This design comes from an exercise in tuning for small area on the open sky130 flow, not from production work. Function was checked by simulation only, so behaviour that the tests miss may differ from the original. The flow treats the clock pin as an ideal source, which a real chip does not have. Power and IR drop assume default switching activity.

// Parking
module Parking(input CLK, Start, car_entered, is_uni_car_entered, car_exited, is_uni_car_exited,
        output reg [9:0] uni_parked_car, output reg [9:0] parked_car, output [9:0] uni_vacated_space, output [9:0] vacated_space,
        output uni_is_vacated_space, is_vacated_space, output overflow_uni, overflow, output reg rejected_uni, rejected, output [4:0] hour);
Size in the first run: ~370 cells after synthesis, roughly 57 I/O pins, about 2400 sq um of cells after synthesis.
==> flow/config.mk <==
export PLATFORM = sky130hd
export DESIGN_NAME = Parking
export DESIGN_NICKNAME = Parking
export VERILOG_FILES = /design/flow/design.v
export SDC_FILE = /design/flow/constraint.sdc
export NUM_CORES = 4
export LEC_CHECK = 0
export CAP_MARGIN = 20
export CORE_MARGIN = 2
export CORE_UTILIZATION = 70
export SLEW_MARGIN = 20
==> flow/constraint.sdc <==
create_clock -name core_clock -period 25.0 [get_ports {CLK}]
set_input_delay 5.0000 -clock core_clock [delete_from_list [all_inputs] [get_ports {CLK}]]
set_output_delay 5.0000 -clock core_clock [all_outputs]
set_load 0.01 [all_outputs]
standard.sh (not shown) runs the stock make flow with config.mk's settings and CLKGATE_MAP_FILE= SYNTH_SCRIPT=/design/flow/synth_recipe.tcl, a recipe that flattens the netlist after the stock synthesis.
==> flow/flow/run.sh <==
#!/bin/bash
# Own layout flow: the standard flow, with three changes in how the layout is
# made:
#  - the combinational logic of the standard synthesis is re-mapped by ABC for
#    area (flip-flops, their names and cells unchanged; see resynth.tcl). ABC's
#    deepsyn is run with several seeds and the smallest netlist is kept;
#  - port buffers use the smallest buffer cell;
#  - clock tree built from small clock buffers (cts_args), without dummy loads.
# Each tool's output goes to a log file of its own in the work folder.
set -euo pipefail
W=$(pwd)
F=$W/flow
R=$W/orfs/results/$FLOW_PLATFORM/Parking/base
export BUFFER_PORTS_ARGS="-buffer_cell sky130_fd_sc_hd__buf_1"
if [[ -f $F/cts_args ]]; then export CTS_ARGS="$(cat $F/cts_args)"; fi

bash standard.sh synth > $W/log_1_synth.txt 2>&1
cp $R/1_2_yosys.v $W/synth_standard.v

export RS_LIB=$FLOW_HOME/platforms/$FLOW_PLATFORM/lib/sky130_fd_sc_hd__tt_025C_1v80.lib
export RS_IN=$W/synth_standard.v
regs() { grep -o 'dfxtp_1 [^ ]*' "$1" | sort; }
resynth() {
  local s=$1
  printf 'strash\n&get -n\n&deepsyn -T 60 -S %s\n&put\ndch -f\namap\n' $s > $W/resynth_s$s.abc
  RS_OUT=$W/synth_resynth_s$s.v RS_ABC=$W/resynth_s$s.abc \
    yosys -c $F/resynth.tcl > $W/log_2_resynth_s$s.txt 2>&1 || return 0
}
SEEDS="0 1 2 3 4 5 6 7"
for batch in "0 1 2 3" "4 5 6 7"; do
  for s in $batch; do resynth $s & done
  wait
done
best=""; best_area=""
for s in $SEEDS; do
  f=$W/synth_resynth_s$s.v
  [[ -f $f ]] || continue
  [[ "$(regs $f)" == "$(regs $W/synth_standard.v)" ]] || continue
  a=$(grep "Chip area" $W/log_2_resynth_s$s.txt | tail -1 | awk '{print $NF}')
  [[ -n "$a" ]] || continue
  if [[ -z "$best" ]] || awk "BEGIN{exit !($a < $best_area)}"; then best=$s; best_area=$a; fi
done
if [[ -n "$best" ]]; then
  cp $W/synth_resynth_s$best.v $R/1_2_yosys.v
  rm -f $R/1_synth.odb $R/1_synth.sdc
  echo "using the re-mapped netlist of seed $best, area $best_area" > $W/log_2_resynth.txt
else
  echo "re-mapping failed; using the standard netlist" > $W/log_2_resynth.txt
fi

bash standard.sh > $W/log_3_layout.txt 2>&1
Other scripts of this flow, unchanged in this note and not shown: flow/flow/cts_args, flow/flow/resynth.tcl
==> next run, changes <==
--- a/flow/flow/run.sh
+++ b/flow/flow/run.sh
@@ -8 +8,3 @@
-#  - clock tree built from small clock buffers (cts_args), without dummy loads.
+#  - clock tree built from small clock buffers (cts_args), without dummy loads;
+#    a clock buffer whose flip-flops would see a slow clock edge is upsized
+#    after CTS (cts_post.tcl).
@@ -15,0 +18 @@
+export POST_CTS_TCL=$F/cts_post.tcl
@@ -25 +28 @@
-  printf 'strash\n&get -n\n&deepsyn -T 60 -S %s\n&put\ndch -f\namap\n' $s > $W/resynth_s$s.abc
+  printf 'strash\n&get -n\n&deepsyn -T 90 -S %s\n&put\ndch -f\namap\n' $s > $W/resynth_s$s.abc
==> flow/flow/cts_post.tcl (new file) <==
set target 0.112
set bigger [dict create sky130_fd_sc_hd__clkbuf_2 sky130_fd_sc_hd__clkbuf_4 \
                        sky130_fd_sc_hd__clkbuf_4 sky130_fd_sc_hd__clkbuf_8 \
                        sky130_fd_sc_hd__clkbuf_8 sky130_fd_sc_hd__clkbuf_16]
for {set pass 0} {$pass < 2} {incr pass} {
  estimate_parasitics -placement
  set slow {}
  foreach pin [get_pins -hierarchical */CLK] {
    if {[get_property $pin slew_max] <= $target} continue
    set net [get_nets -of_objects $pin]
    foreach drv [get_pins -of_objects $net -filter "direction == output"] {
      set inst [get_cells -of_objects $drv]
      set name [get_full_name $inst]
      if {[lsearch $slow $name] < 0} { lappend slow $name }
    }
  }
  if {[llength $slow] == 0} break
  foreach name $slow {
    set inst [get_cells $name]
    set ref [get_property $inst ref_name]
    if {![dict exists $bigger $ref]} continue
    set to [dict get $bigger $ref]
    puts "cts_post: $name $ref -> $to"
    replace_cell $inst $to
  }
  detailed_placement
  check_placement -verbose
}
estimate_parasitics -placement
set m 0
foreach pin [get_pins -hierarchical */CLK] { set s [get_property $pin slew_max]; if {$s > $m} {set m $s} }
puts "cts_post: largest flip-flop clock pin slew $m"
- The new run went through all stages and came out clean
- power decreases by roughly a tenth
- maximum frequency increases slightly
- design area decreases slightly
- setup slack improved by 100 ps


== v3 ==
Parking, a different RTL version from the one above (not shown whole).
Size in the first run: roughly 360 cells after synthesis, roughly 57 I/O pins, about 2300 sq um of cells after synthesis.
export LEC_CHECK = 0
export CAP_MARGIN = 20
export CORE_MARGIN = 2
export CORE_UTILIZATION = 70
export SLEW_MARGIN = 20
create_clock -name core_clock -period 25.0 [get_ports {CLK}]
==> flow/flow/run.sh <==
#!/bin/bash
# Own layout flow: the standard flow, with three changes in how the layout is
# made:
#  - the combinational logic of the standard synthesis is re-mapped by ABC for
#    area (flip-flops, their names and cells unchanged; see resynth.tcl). ABC's
#    deepsyn is run with several seeds and the smallest netlist is kept;
#  - port buffers use the smallest buffer cell;
#  - clock tree built from small clock buffers (cts_args), without dummy loads;
#    a clock buffer whose flip-flops would see a slow clock edge is upsized
#    after CTS (cts_post.tcl).
# Each tool's output goes to a log file of its own in the work folder.
set -euo pipefail
W=$(pwd)
F=$W/flow
R=$W/orfs/results/$FLOW_PLATFORM/Parking/base
export BUFFER_PORTS_ARGS="-buffer_cell sky130_fd_sc_hd__buf_1"
if [[ -f $F/cts_args ]]; then export CTS_ARGS="$(cat $F/cts_args)"; fi
export POST_CTS_TCL=$F/cts_post.tcl

bash standard.sh synth > $W/log_1_synth.txt 2>&1
cp $R/1_2_yosys.v $W/synth_standard.v

export RS_LIB=$FLOW_HOME/platforms/$FLOW_PLATFORM/lib/sky130_fd_sc_hd__tt_025C_1v80.lib
export RS_IN=$W/synth_standard.v
regs() { grep -o 'dfxtp_1 [^ ]*' "$1" | sort; }
resynth() {
  local s=$1
  printf 'strash\n&get -n\n&deepsyn -T 90 -S %s\n&put\ndch -f\namap\n' $s > $W/resynth_s$s.abc
  RS_OUT=$W/synth_resynth_s$s.v RS_ABC=$W/resynth_s$s.abc \
    yosys -c $F/resynth.tcl > $W/log_2_resynth_s$s.txt 2>&1 || return 0
}
SEEDS="$(seq 0 15)"
for batch in "0 1 2 3" "4 5 6 7" "8 9 10 11" "12 13 14 15"; do
  for s in $batch; do resynth $s & done
  wait
done
best=""; best_area=""
for s in $SEEDS; do
  f=$W/synth_resynth_s$s.v
  [[ -f $f ]] || continue
  [[ "$(regs $f)" == "$(regs $W/synth_standard.v)" ]] || continue
  a=$(grep "Chip area" $W/log_2_resynth_s$s.txt | tail -1 | awk '{print $NF}')
  [[ -n "$a" ]] || continue
  if [[ -z "$best" ]] || awk "BEGIN{exit !($a < $best_area)}"; then best=$s; best_area=$a; fi
done
if [[ -n "$best" ]]; then
  cp $W/synth_resynth_s$best.v $R/1_2_yosys.v
  rm -f $R/1_synth.odb $R/1_synth.sdc
  echo "using the re-mapped netlist of seed $best, area $best_area" > $W/log_2_resynth.txt
else
  echo "re-mapping failed; using the standard netlist" > $W/log_2_resynth.txt
fi

bash standard.sh > $W/log_3_layout.txt 2>&1
Other scripts of this flow, unchanged in this note and not shown: flow/flow/cts_args, flow/flow/cts_post.tcl, flow/flow/resynth.tcl
v3: all stages complete, timing, DRC and antenna checks passed
Setup changes, v3 to v31
diff --git a/flow/flow/run.sh b/flow/flow/run.sh
--- a/flow/flow/run.sh
+++ b/flow/flow/run.sh
@@ -32,2 +32,2 @@
-SEEDS="$(seq 0 15)"
-for batch in "0 1 2 3" "4 5 6 7" "8 9 10 11" "12 13 14 15"; do
+SEEDS="0 1 2 3 4 5 6 7"
+for batch in "0 1 2 3" "4 5 6 7"; do
--- outcome ---
Going from v3 to v31, placer congestion estimate saw little to no change, count of inverters not on the clock network in the layout saw little to no change, TritonCTS sink count saw little to no change, total track usage saw little to no change.

[re-timing with driven ports]
The results above use ideal ports. As a check the final layouts listed here were re-extracted and re-timed, cells and wires unchanged. Step 1: set_driving_cell puts a clkbuf_16 on CLK and a buf_2 on each other input, an assumption about the parent block. Step 2 also shifts input and output timing later by t, the mid clock arrival at the registers, as if the neighbouring blocks saw the same clock. Slacks: ideal ports / drivers / drivers and shift; pairs: ideal ports / drivers.
run	shift t [ns]	setup WS [ns]	latest minus earliest clock arrival (ns)	worst slew at a driven data input, ns
the first run of note 1	0.360	14.585 / 14.562 / 14.922	0.016 / 0.016	0.04
the second run of note 1	0.366	14.687 / 14.663 / 15.029	0.035 / 0.035	0.03
v3	0.360	13.816 / 13.792 / 14.152	0.029 / 0.030	0.04
v31	0.360	13.816 / 13.792 / 14.152	0.029 / 0.030	0.04
After both steps every run listed still meets setup and hold.
